What follows belongs to an exercise in optimizing a design on an open flow for a short achievable clock period and few clock cycles; a production flow would make more cautious choices.
The RTL was checked by simulation tests, not by an equivalence proof against the original design.
Power and IR drop assume default switching activity.

==> run P <==
// zpc_mips
module zpc_mips(
    input         clk,
    input         reset,
    input  [31:0] Data_in,
    input         INT_KBD,
    input         INT_CNT,
    output [31:0] Addr_out,
    output [31:0] Data_out,
    output        mem_w
);
==> flow/config.mk <==
export PLATFORM = sky130hd
export DESIGN_NAME = zpc_mips
export DESIGN_NICKNAME = zpc_mips
export VERILOG_FILES = /design/flow/design.v
export SDC_FILE = /design/flow/constraint.sdc
export NUM_CORES = 4
export LEC_CHECK = 0
export ABC_CLOCK_PERIOD_IN_PS = 3000
export CAP_MARGIN = 20
export CORE_MARGIN = 2
export CORE_UTILIZATION = 40
export SLEW_MARGIN = 20
==> flow/constraint.sdc <==
create_clock -name core_clock -period 11.0 [get_ports {clk}]
set_input_delay 2.2000 -clock core_clock [delete_from_list [all_inputs] [get_ports {clk}]]
set_output_delay 2.2000 -clock core_clock [all_outputs]
set_load 0.01 [all_outputs]
standard.sh (not shown) runs the stock make flow with config.mk's settings and CLKGATE_MAP_FILE= SYNTH_SCRIPT=/design/flow/synth_recipe.tcl, a recipe that flattens the netlist after the stock synthesis.
==> flow/flow/run.sh <==
#!/bin/bash
# Standard layout (the standard.sh, unchanged synthesis), with a larger
# setup margin for ORFS's timing repair so that it keeps improving the
# critical paths beyond the 11 ns constraint.
set -uo pipefail
MARGIN=$(cat flow/margin.txt 2>/dev/null || echo 7)
bash standard.sh SETUP_SLACK_MARGIN=$MARGIN finish > make_finish.log 2>&1
status=$?
cp -r orfs/logs orfs_logs_copy 2>/dev/null || true
exit $status
==> flow/flow/margin.txt <==
7.5
==> run D (differences from run P) <==
--- a/flow/design.v
+++ b/flow/design.v
@@ -816,33 +816,37 @@
     input         INT_CNT,
     output [31:0] Addr_out,
     output [31:0] Data_out,
     output        mem_w
 );
   integer k;
   reg  [31:0] A;         
+  reg  [31:0] Aout;      
   reg  [31:0] Dout;      
   reg         wr;        
   reg         bfetch;    
   reg         bload;     
   reg  [4:0]  ld_rd;     
   reg  [31:0] nf;        
   reg         w_we;      
   reg  [4:0]  w_wa;
   reg  [31:0] w_d;
-  assign Addr_out = A;
+  assign Addr_out = Aout;
   assign Data_out = Dout;
   assign mem_w    = wr;
   reg  [31:0] rf   [1:31];
   reg  [31:1] rf_ok;      
   reg  [31:0] cp0  [0:31];
   reg  [31:0] c0_ok;      
   reg         inh;        
   reg         kbd_r, cnt_r;
   reg         vd;
+  reg  [31:0] rap;       
+  reg  [31:0] pcd, d_bt;
+  reg         d_bh;
   reg  [31:0] IRd;
   reg  [31:0] pc4d;
   wire [5:0]  op  = IRd[31:26];
   wire [4:0]  rs  = IRd[25:21];
   wire [4:0]  rt  = IRd[20:16];
   wire [4:0]  rd  = IRd[15:11];
   wire [5:0]  fn  = IRd[5:0];
@@ -880,51 +884,75 @@
   wire d_s_xor = (d_alur && fn == 6'h16) || d_xori;
   wire d_s_slt = (d_alur && fn == 6'h2a) || d_slti;
   wire d_s_srl = d_alur && fn == 6'h02;
   wire d_s_x   = d_lui || d_jal || d_mfc0;
   wire d_s_add = !(d_s_sub | d_s_and | d_s_or | d_s_nor | d_s_xor | d_s_slt |
                    d_s_srl | d_s_x);
   wire d_br   = d_beq | d_bne;
-  wire d_pred = d_br && (rs == rt ? d_beq : d_bne);
+  reg  d_pred, d_jrp, d_jmp;
   wire [31:0] d_btgt = pc4d + {simm[29:0], 2'b00};
   reg         ve;
   reg  [31:0] pc4e, opA, opB, opX, btgt;
+  reg  [31:0] cA, cB, cX;    
   reg  [4:0]  e_rs, e_rt, e_wa, e_rd;
   reg         e_we, e_xr;
   reg         e_lw, e_sw, e_mem, e_br, e_beq, e_pred, e_jr, e_sys, e_exc, e_eret, e_mtc0;
   reg         s_add, s_sub, s_and, s_or, s_nor, s_xor, s_slt, s_srl, s_x;
   wire stallE   = bload && ld_rd != 5'd0 && (ld_rd == e_rs || ld_rd == e_rt);
   wire take_int = ve && (kbd_r | cnt_r) && !inh;
   wire goE      = ve && !stallE && !take_int;
-  wire [31:0] sum  = opA + opX;
-  wire [31:0] diff = opA - opX;
-  wire        ge   = opA >= opX;
+  wire [31:0] sum, diff;
+  wire        ge;                                 
+  wire        sum_co;
+  ks_add32 u_sum  (.a(opA), .b(opX),  .cin(1'b0), .s(sum),  .cout(sum_co));
+  ks_add32 u_diff (.a(opA), .b(~opX), .cin(1'b1), .s(diff), .cout(ge));
   wire [31:0] ewo  = ({32{s_sub}} & diff) |
                      ({32{s_and}} & (opA & opX)) |
                      ({32{s_or }} & (opA | opX)) |
                      ({32{s_nor}} & ~(opA | opX)) |
                      ({32{s_xor}} & (opA ^ opX)) |
                      ({32{s_slt}} & {31'h0, ge}) |
                      ({32{s_srl}} & {1'b0, opA[31:1]}) |
                      ({32{s_x  }} & opX);
   wire [31:0] ewd  = s_add ? sum : ewo;
   wire        ewe  = goE && e_we;
   wire eq     = opA == opB;
   wire taken  = e_beq ? eq : !eq;
   wire mispr  = goE && e_br && (taken != e_pred);
-  wire selSum = goE && (e_mem || e_jr);           
+  wire jrok   = opA == btgt && opX == 32'h0;
+  wire jrbad  = goE && e_jr && !jrok;
+  wire selSum = goE && e_mem || jrbad;            
   wire redirO = take_int || (goE && (e_exc || e_eret));
-  wire redirE = redirO || mispr || (goE && e_jr);
+  wire redirE = redirO || mispr || jrbad;
   wire memE   = goE && e_mem;
   wire [31:0] cp0_12 = c0_ok[12] ? cp0[12] : 32'h0;
   wire advD   = vd && (!ve || goE);               
-  wire redirD = advD && d_pred;
+  wire d_redir  = d_pred || d_jrp;
+  wire wrongBTB = d_bh && !d_redir;
+  wire redirD   = advD && (d_redir ? !d_bh : wrongBTB);
+  wire [31:0] d_jtgt = {pc4d[31:28], IRd[25:0], 2'b00};
+  wire [31:0] tgtD = wrongBTB ? (d_jmp ? d_jtgt : pc4d) : (d_jrp ? rap : d_btgt);
   wire takeF  = bfetch && (!vd || advD);          
   wire accF   = takeF && !redirE && !redirD;
   wire [31:0] a4 = A + 32'd4;
+  localparam NB = 8;
+  reg  [NB-1:0] bv, bjr;
+  reg  [31:2]   btag [0:NB-1];
+  reg  [31:2]   btt  [0:NB-1];
+  reg  [2:0]    bptr;
+  reg           bhit, bhjr;
+  reg  [31:2]   bt;
+  always @(*) begin
+    bhit = 1'b0; bhjr = 1'b0; bt = 30'h0;
+    for (k = 0; k < NB; k = k + 1)
+      if (bv[k] && btag[k] == A[31:2]) begin
+        bhit = 1'b1; bhjr = bhjr | bjr[k]; bt = bt | btt[k];
+      end
+  end
+  wire [31:0] bpred = bhjr ? rap : {bt, 2'b00};
   wire        fj = Data_in[31:27] == 5'b00001;    
   wire [31:0] fnext = fj ? {a4[31:28], Data_in[25:0], 2'b00} : a4;
   reg  [31:0] rsOH, rtOH, rdOH;
   reg  [31:0] rfA, rfB, c0v;
   always @(*) begin
     rfA = 32'h0; rfB = 32'h0; c0v = 32'h0;
     for (k = 1; k < 32; k = k + 1) begin
@@ -954,66 +982,79 @@
   wire [31:0] vX  = (d_r && eB) ? ewd : vX0;
   wire        excE  = take_int || (goE && e_exc);
   wire        eretE = goE && e_eret;
   reg  [31:0] restA;
   always @(*) begin
     if (excE)         restA = 32'h28;
     else if (eretE)   restA = cp0_12;
-    else if (redirD)  restA = d_btgt;
+    else if (redirD)  restA = tgtD;
     else if (bfetch)  restA = takeF ? a4 : A;
     else              restA = nf;
   end
-  wire        useJ  = bfetch && takeF && !excE && !eretE && !redirD && fj;
-  wire [31:0] fA    = useJ ? {a4[31:28], Data_in[25:0], 2'b00} : restA;
+  wire        useF  = bfetch && takeF && !excE && !eretE && !redirD;
+  wire        useB  = useF && bhit;
+  wire        useJ  = useF && !bhit && fj;
+  wire [31:0] fA    = useJ ? {a4[31:28], Data_in[25:0], 2'b00} : (useB ? bpred : restA);
   wire [31:0] mtgt  = taken ? btgt : pc4e;
   wire [31:0] nextA = selSum ? sum : (mispr ? mtgt : fA);
   always @(posedge clk) begin
-    A  <= reset ? 32'h0 : nextA;
+    Aout <= reset ? 32'h0 : nextA;
     wr <= !reset && memE && e_sw;
     Dout <= opB; ld_rd <= e_rt;
   end
   always @(posedge clk or posedge reset) begin
     if (reset) begin
-      bfetch <= 1'b1; bload <= 1'b0;
-      vd <= 1'b0; ve <= 1'b0;
+      A <= 32'h0; bfetch <= 1'b1; bload <= 1'b0;
+      vd <= 1'b0; ve <= 1'b0; rap <= 32'h0; bv <= {NB{1'b0}}; bptr <= 3'd0;
     end else begin
+      if (redirD && d_redir) begin
+        bv[bptr] <= 1'b1; bv[bptr + 3'd1] <= 1'b0; bptr <= bptr + 3'd1;
+      end
+      if (advD && d_jal) rap <= pc4d;
+      A <= nextA;
       bload <= memE && e_lw;
       bfetch <= !memE;
       vd <= !redirE && (accF || (vd && !advD));
       ve <= !redirE && (advD || (ve && !goE));
     end
   end
   always @(posedge clk) begin
+    btag[bptr] <= pcd[31:2]; btt[bptr] <= d_btgt[31:2]; bjr[bptr] <= d_jrp;
+  end
+  always @(posedge clk) begin
     if (memE) begin
       if (!redirD && !takeF && bfetch) nf <= A;
-      else if (redirD) nf <= d_btgt;
-      else if (bfetch) nf <= fnext;
+      else if (redirD) nf <= tgtD;
+      else if (bfetch) nf <= bhit ? bpred : fnext;
     end else if (!bfetch && redirD) begin
-      nf <= d_btgt;
+      nf <= tgtD;
     end
     if (takeF) begin
-      IRd <= Data_in; pc4d <= a4;
+      IRd <= Data_in; pc4d <= a4; pcd <= A; d_bh <= bhit; d_bt <= bpred;
+      d_jrp  <= Data_in[31:26] == 6'h00 && Data_in[5:0] == 6'h08;
+      d_jmp  <= Data_in[31:27] == 5'b00001;
+      d_pred <= Data_in[31:27] == 5'b00010 &&
+                (Data_in[25:21] == Data_in[20:16] ? !Data_in[26] : Data_in[26]);
       rsOH <= 32'h1 << Data_in[25:21];
       rtOH <= 32'h1 << Data_in[20:16];
       rdOH <= 32'h1 << Data_in[15:11];
     end
     if (advD) begin
-      pc4e <= pc4d; opA <= vA; opB <= vB; opX <= vX; btgt <= d_btgt;
+      pc4e <= pc4d; cA <= vA; cB <= vB; cX <= vX; btgt <= d_jrp ? (d_bh ? d_bt : rap) : d_btgt;
       e_rs <= rs; e_rt <= rt; e_wa <= d_wa; e_rd <= rd; e_we <= d_we; e_xr <= d_r;
       e_lw <= d_lw; e_sw <= d_sw; e_mem <= d_lw | d_sw; e_br <= d_br; e_beq <= d_beq;
       e_pred <= d_pred; e_jr <= d_jr; e_sys <= d_sys; e_exc <= d_sys | d_unimp;
       e_eret <= d_eret; e_mtc0 <= d_mtc0;
       s_add <= d_s_add; s_sub <= d_s_sub; s_and <= d_s_and; s_or <= d_s_or;
       s_nor <= d_s_nor; s_xor <= d_s_xor; s_slt <= d_s_slt; s_srl <= d_s_srl;
       s_x <= d_s_x;
-    end else if (stallE) begin
-      if (ld_rd == e_rs) opA <= Data_in;
-      if (ld_rd == e_rt) opB <= Data_in;
-      if (ld_rd == e_rt && e_xr) opX <= Data_in;
     end
+    opA <= !(stallE && ve) ? vA : (ld_rd == e_rs ? Data_in : cA);
+    opB <= !(stallE && ve) ? vB : (ld_rd == e_rt ? Data_in : cB);
+    opX <= !(stallE && ve) ? vX : (ld_rd == e_rt && e_xr ? Data_in : cX);
   end
   wire        rwe = bload || w_we;
   wire [4:0]  rwa = bload ? ld_rd : w_wa;
   wire [31:0] rwd = bload ? Data_in : w_d;
   always @(posedge clk) begin
     w_d <= ewd; w_wa <= e_wa;
     for (k = 1; k < 32; k = k + 1)
@@ -1056,7 +1097,35 @@
         c0_ok[e_rd] <= 1'b1;
       end
       if (take_int || (goE && e_sys)) inh <= 1'b1;
       else if (goE && e_eret) inh <= 1'b0;
     end
   end
 endmodule
+module ks_add32(
+    input  [31:0] a,
+    input  [31:0] b,
+    input         cin,
+    output [31:0] s,
+    output        cout
+);
+  wire [31:0]  p0 = a ^ b;
+  wire [191:0] G, P;
+  assign G[31:0] = (a & b) | {31'h0, p0[0] & cin};
+  assign P[31:0] = p0;
+  genvar l, i;
+  generate
+    for (l = 0; l < 5; l = l + 1) begin : lvl
+      for (i = 0; i < 32; i = i + 1) begin : bt
+        if (i >= (1 << l)) begin : pg
+          assign G[32*(l+1)+i] = G[32*l+i] | (P[32*l+i] & G[32*l+i-(1<<l)]);
+          assign P[32*(l+1)+i] = P[32*l+i] & P[32*l+i-(1<<l)];
+        end else begin : pt
+          assign G[32*(l+1)+i] = G[32*l+i];
+          assign P[32*(l+1)+i] = P[32*l+i];
+        end
+      end
+    end
+  endgenerate
+  assign s    = p0 ^ {G[190:160], cin};
+  assign cout = G[191];
+endmodule
==> run X (differences from run P) <==
--- a/flow/design.v
+++ b/flow/design.v
@@ -816,33 +816,37 @@
     input         INT_CNT,
     output [31:0] Addr_out,
     output [31:0] Data_out,
     output        mem_w
 );
   integer k;
   reg  [31:0] A;         
+  reg  [31:0] Aout;      
   reg  [31:0] Dout;      
   reg         wr;        
   reg         bfetch;    
   reg         bload;     
   reg  [4:0]  ld_rd;     
   reg  [31:0] nf;        
   reg         w_we;      
   reg  [4:0]  w_wa;
   reg  [31:0] w_d;
-  assign Addr_out = A;
+  assign Addr_out = Aout;
   assign Data_out = Dout;
   assign mem_w    = wr;
   reg  [31:0] rf   [1:31];
   reg  [31:1] rf_ok;      
   reg  [31:0] cp0  [0:31];
   reg  [31:0] c0_ok;      
   reg         inh;        
   reg         kbd_r, cnt_r;
   reg         vd;
+  reg  [31:0] rap;       
+  reg  [31:0] pcd, d_bt;
+  reg         d_bh;
   reg  [31:0] IRd;
   reg  [31:0] pc4d;
   wire [5:0]  op  = IRd[31:26];
   wire [4:0]  rs  = IRd[25:21];
   wire [4:0]  rt  = IRd[20:16];
   wire [4:0]  rd  = IRd[15:11];
   wire [5:0]  fn  = IRd[5:0];
@@ -880,51 +884,75 @@
   wire d_s_xor = (d_alur && fn == 6'h16) || d_xori;
   wire d_s_slt = (d_alur && fn == 6'h2a) || d_slti;
   wire d_s_srl = d_alur && fn == 6'h02;
   wire d_s_x   = d_lui || d_jal || d_mfc0;
   wire d_s_add = !(d_s_sub | d_s_and | d_s_or | d_s_nor | d_s_xor | d_s_slt |
                    d_s_srl | d_s_x);
   wire d_br   = d_beq | d_bne;
-  wire d_pred = d_br && (rs == rt ? d_beq : d_bne);
+  reg  d_pred, d_jrp, d_jmp;
   wire [31:0] d_btgt = pc4d + {simm[29:0], 2'b00};
   reg         ve;
   reg  [31:0] pc4e, opA, opB, opX, btgt;
+  reg  [31:0] cA, cB, cX;    
   reg  [4:0]  e_rs, e_rt, e_wa, e_rd;
   reg         e_we, e_xr;
   reg         e_lw, e_sw, e_mem, e_br, e_beq, e_pred, e_jr, e_sys, e_exc, e_eret, e_mtc0;
   reg         s_add, s_sub, s_and, s_or, s_nor, s_xor, s_slt, s_srl, s_x;
   wire stallE   = bload && ld_rd != 5'd0 && (ld_rd == e_rs || ld_rd == e_rt);
   wire take_int = ve && (kbd_r | cnt_r) && !inh;
   wire goE      = ve && !stallE && !take_int;
-  wire [31:0] sum  = opA + opX;
-  wire [31:0] diff = opA - opX;
-  wire        ge   = opA >= opX;
+  wire [31:0] sum, diff;
+  wire        ge;                                 
+  wire        sum_co;
+  ks_add32 u_sum  (.a(opA), .b(opX),  .cin(1'b0), .s(sum),  .cout(sum_co));
+  ks_add32 u_diff (.a(opA), .b(~opX), .cin(1'b1), .s(diff), .cout(ge));
   wire [31:0] ewo  = ({32{s_sub}} & diff) |
                      ({32{s_and}} & (opA & opX)) |
                      ({32{s_or }} & (opA | opX)) |
                      ({32{s_nor}} & ~(opA | opX)) |
                      ({32{s_xor}} & (opA ^ opX)) |
                      ({32{s_slt}} & {31'h0, ge}) |
                      ({32{s_srl}} & {1'b0, opA[31:1]}) |
                      ({32{s_x  }} & opX);
   wire [31:0] ewd  = s_add ? sum : ewo;
   wire        ewe  = goE && e_we;
   wire eq     = opA == opB;
   wire taken  = e_beq ? eq : !eq;
   wire mispr  = goE && e_br && (taken != e_pred);
-  wire selSum = goE && (e_mem || e_jr);           
+  wire jrok   = opA == btgt && opX == 32'h0;
+  wire jrbad  = goE && e_jr && !jrok;
+  wire selSum = goE && e_mem || jrbad;            
   wire redirO = take_int || (goE && (e_exc || e_eret));
-  wire redirE = redirO || mispr || (goE && e_jr);
+  wire redirE = redirO || mispr || jrbad;
   wire memE   = goE && e_mem;
   wire [31:0] cp0_12 = c0_ok[12] ? cp0[12] : 32'h0;
   wire advD   = vd && (!ve || goE);               
-  wire redirD = advD && d_pred;
+  wire d_redir  = d_pred || d_jrp;
+  wire wrongBTB = d_bh && !d_redir;
+  wire redirD   = advD && (d_redir ? !d_bh : wrongBTB);
+  wire [31:0] d_jtgt = {pc4d[31:28], IRd[25:0], 2'b00};
+  wire [31:0] tgtD = wrongBTB ? (d_jmp ? d_jtgt : pc4d) : (d_jrp ? rap : d_btgt);
   wire takeF  = bfetch && (!vd || advD);          
   wire accF   = takeF && !redirE && !redirD;
   wire [31:0] a4 = A + 32'd4;
+  localparam NB = 8;
+  reg  [NB-1:0] bv, bjr;
+  reg  [31:2]   btag [0:NB-1];
+  reg  [31:2]   btt  [0:NB-1];
+  reg  [2:0]    bptr;
+  reg           bhit, bhjr;
+  reg  [31:2]   bt;
+  always @(*) begin
+    bhit = 1'b0; bhjr = 1'b0; bt = 30'h0;
+    for (k = 0; k < NB; k = k + 1)
+      if (bv[k] && btag[k] == A[31:2]) begin
+        bhit = 1'b1; bhjr = bhjr | bjr[k]; bt = bt | btt[k];
+      end
+  end
+  wire [31:0] bpred = bhjr ? rap : {bt, 2'b00};
   wire        fj = Data_in[31:27] == 5'b00001;    
   wire [31:0] fnext = fj ? {a4[31:28], Data_in[25:0], 2'b00} : a4;
   reg  [31:0] rsOH, rtOH, rdOH;
   reg  [31:0] rfA, rfB, c0v;
   always @(*) begin
     rfA = 32'h0; rfB = 32'h0; c0v = 32'h0;
     for (k = 1; k < 32; k = k + 1) begin
@@ -954,66 +982,79 @@
   wire [31:0] vX  = (d_r && eB) ? ewd : vX0;
   wire        excE  = take_int || (goE && e_exc);
   wire        eretE = goE && e_eret;
   reg  [31:0] restA;
   always @(*) begin
     if (excE)         restA = 32'h28;
     else if (eretE)   restA = cp0_12;
-    else if (redirD)  restA = d_btgt;
+    else if (redirD)  restA = tgtD;
     else if (bfetch)  restA = takeF ? a4 : A;
     else              restA = nf;
   end
-  wire        useJ  = bfetch && takeF && !excE && !eretE && !redirD && fj;
-  wire [31:0] fA    = useJ ? {a4[31:28], Data_in[25:0], 2'b00} : restA;
+  wire        useF  = bfetch && takeF && !excE && !eretE && !redirD;
+  wire        useB  = useF && bhit;
+  wire        useJ  = useF && !bhit && fj;
+  wire [31:0] fA    = useJ ? {a4[31:28], Data_in[25:0], 2'b00} : (useB ? bpred : restA);
   wire [31:0] mtgt  = taken ? btgt : pc4e;
   wire [31:0] nextA = selSum ? sum : (mispr ? mtgt : fA);
   always @(posedge clk) begin
-    A  <= reset ? 32'h0 : nextA;
+    Aout <= reset ? 32'h0 : nextA;
     wr <= !reset && memE && e_sw;
     Dout <= opB; ld_rd <= e_rt;
   end
   always @(posedge clk or posedge reset) begin
     if (reset) begin
-      bfetch <= 1'b1; bload <= 1'b0;
-      vd <= 1'b0; ve <= 1'b0;
+      A <= 32'h0; bfetch <= 1'b1; bload <= 1'b0;
+      vd <= 1'b0; ve <= 1'b0; rap <= 32'h0; bv <= {NB{1'b0}}; bptr <= 3'd0;
     end else begin
+      if (redirD && d_redir) begin
+        bv[bptr] <= 1'b1; bv[bptr + 3'd1] <= 1'b0; bptr <= bptr + 3'd1;
+      end
+      if (advD && d_jal) rap <= pc4d;
+      A <= nextA;
       bload <= memE && e_lw;
       bfetch <= !memE;
       vd <= !redirE && (accF || (vd && !advD));
       ve <= !redirE && (advD || (ve && !goE));
     end
   end
   always @(posedge clk) begin
+    btag[bptr] <= pcd[31:2]; btt[bptr] <= d_btgt[31:2]; bjr[bptr] <= d_jrp;
+  end
+  always @(posedge clk) begin
     if (memE) begin
       if (!redirD && !takeF && bfetch) nf <= A;
-      else if (redirD) nf <= d_btgt;
-      else if (bfetch) nf <= fnext;
+      else if (redirD) nf <= tgtD;
+      else if (bfetch) nf <= bhit ? bpred : fnext;
     end else if (!bfetch && redirD) begin
-      nf <= d_btgt;
+      nf <= tgtD;
     end
     if (takeF) begin
-      IRd <= Data_in; pc4d <= a4;
+      IRd <= Data_in; pc4d <= a4; pcd <= A; d_bh <= bhit; d_bt <= bpred;
+      d_jrp  <= Data_in[31:26] == 6'h00 && Data_in[5:0] == 6'h08;
+      d_jmp  <= Data_in[31:27] == 5'b00001;
+      d_pred <= Data_in[31:27] == 5'b00010 &&
+                (Data_in[25:21] == Data_in[20:16] ? !Data_in[26] : Data_in[26]);
       rsOH <= 32'h1 << Data_in[25:21];
       rtOH <= 32'h1 << Data_in[20:16];
       rdOH <= 32'h1 << Data_in[15:11];
     end
     if (advD) begin
-      pc4e <= pc4d; opA <= vA; opB <= vB; opX <= vX; btgt <= d_btgt;
+      pc4e <= pc4d; cA <= vA; cB <= vB; cX <= vX; btgt <= d_jrp ? (d_bh ? d_bt : rap) : d_btgt;
       e_rs <= rs; e_rt <= rt; e_wa <= d_wa; e_rd <= rd; e_we <= d_we; e_xr <= d_r;
       e_lw <= d_lw; e_sw <= d_sw; e_mem <= d_lw | d_sw; e_br <= d_br; e_beq <= d_beq;
       e_pred <= d_pred; e_jr <= d_jr; e_sys <= d_sys; e_exc <= d_sys | d_unimp;
       e_eret <= d_eret; e_mtc0 <= d_mtc0;
       s_add <= d_s_add; s_sub <= d_s_sub; s_and <= d_s_and; s_or <= d_s_or;
       s_nor <= d_s_nor; s_xor <= d_s_xor; s_slt <= d_s_slt; s_srl <= d_s_srl;
       s_x <= d_s_x;
-    end else if (stallE) begin
-      if (ld_rd == e_rs) opA <= Data_in;
-      if (ld_rd == e_rt) opB <= Data_in;
-      if (ld_rd == e_rt && e_xr) opX <= Data_in;
     end
+    opA <= !(stallE && ve) ? vA : (ld_rd == e_rs ? Data_in : cA);
+    opB <= !(stallE && ve) ? vB : (ld_rd == e_rt ? Data_in : cB);
+    opX <= !(stallE && ve) ? vX : (ld_rd == e_rt && e_xr ? Data_in : cX);
   end
   wire        rwe = bload || w_we;
   wire [4:0]  rwa = bload ? ld_rd : w_wa;
   wire [31:0] rwd = bload ? Data_in : w_d;
   always @(posedge clk) begin
     w_d <= ewd; w_wa <= e_wa;
     for (k = 1; k < 32; k = k + 1)
@@ -1056,7 +1097,35 @@
         c0_ok[e_rd] <= 1'b1;
       end
       if (take_int || (goE && e_sys)) inh <= 1'b1;
       else if (goE && e_eret) inh <= 1'b0;
     end
   end
 endmodule
+module ks_add32(
+    input  [31:0] a,
+    input  [31:0] b,
+    input         cin,
+    output [31:0] s,
+    output        cout
+);
+  wire [31:0]  p0 = a ^ b;
+  wire [191:0] G, P;
+  assign G[31:0] = (a & b) | {31'h0, p0[0] & cin};
+  assign P[31:0] = p0;
+  genvar l, i;
+  generate
+    for (l = 0; l < 5; l = l + 1) begin : lvl
+      for (i = 0; i < 32; i = i + 1) begin : bt
+        if (i >= (1 << l)) begin : pg
+          assign G[32*(l+1)+i] = G[32*l+i] | (P[32*l+i] & G[32*l+i-(1<<l)]);
+          assign P[32*(l+1)+i] = P[32*l+i] & P[32*l+i-(1<<l)];
+        end else begin : pt
+          assign G[32*(l+1)+i] = G[32*l+i];
+          assign P[32*(l+1)+i] = P[32*l+i];
+        end
+      end
+    end
+  endgenerate
+  assign s    = p0 ^ {G[190:160], cin};
+  assign cout = G[191];
+endmodule
Settings changed: CORE_UTILIZATION 40 to 55.
==> comparison table <==
| metric | run D | run P | run X |
|---|---|---|---|
| Run status | no timing/DRC/antenna violations | no timing/DRC/antenna violations | no timing/DRC/antenna violations |
| Share of total power in combinational logic | 0.418 | 0.415 | 0.422 |
| Post-route fraction of the period consumed by the critical path | 0.344 | 0.348 | 0.348 |
| Sum of met3 wire segment lengths after detailed routing | 96.0 mm | 73.4 mm | 107 mm |
| Final critical path time including I/O delays and setup | 3.78 ns | 3.83 ns | 3.83 ns |
| Register clock-pin slew on the reported worst setup and hold paths | 0.06 ns | 0.07 ns | 0.06 ns |
| Global routing met3 resource utilization | 0.111 | 0.106 | 0.172 |
| Final Instance Count excl. Fillers | 16100 | 12500 | 14900 |
| Met2 routed wirelength | 286 mm | 233 mm | 277 mm |
| Number of logic stages on the critical path including buffering | 13 | 16 | 13 |
| Data required time of the worst path | 11.83 ns | 11.60 ns | 11.78 ns |
| TritonCTS Buffers | 348 | 279 | 347 |
| Cell area after layout | 173000 um^2 | 134000 um^2 | 173000 um^2 |
| Core ar. | 359000 um^2 | 280000 um^2 | 262000 um^2 |
| Die outline width | 604 um | 535 um | 516 um |
| FF+latch count | 3311 | 2584 | 3311 |
| Drt first-iter violations | 23200 | 17600 | 24900 |
| Fraction of met1 tracks used by global routing | 0.453 | 0.430 | 0.628 |
Testbench counts of run P, summed over its fixed seeds: cycles 35,998.
Testbench counts of run D, summed over its fixed seeds: cycles 34,120.
Testbench counts of run X, summed over its fixed seeds: cycles 34,120.

-- separate check: timing with driven ports --
How much do the figures lean on ideal ports? The routed layouts below were timed once more, with nothing changed but the port constraints.
Step 1 assumes that a clkbuf_16 drives the clock port and a buf_2 every other input.
Step 2 also shifts input and output timing later by t, the mid clock arrival at the registers, as if the neighbouring blocks saw the same clock.
Three values: no drivers, after step 1, after step 2; two values: the first two.
run | t (ns) | setup WS [ns] | clock arrival spread, ns | worst data-port slew with drivers (ns) | pins driven straight from the clock port
run P | 0.981 | 7.167 / 7.167 / 6.390 | 0.060 / 0.059 | 0.11 | 1
run D | 1.069 | 7.220 / 7.146 / 6.418 | 0.060 / 0.060 | 0.07 | 1
run X | 1.075 | 7.173 / 7.171 / 6.304 | 0.085 / 0.085 | 0.16 | 1
After both steps every run listed still meets setup and hold. The setup slack of run X, which loses most, moves by -0.002 ns with the drivers and by -0.869 ns with both steps.
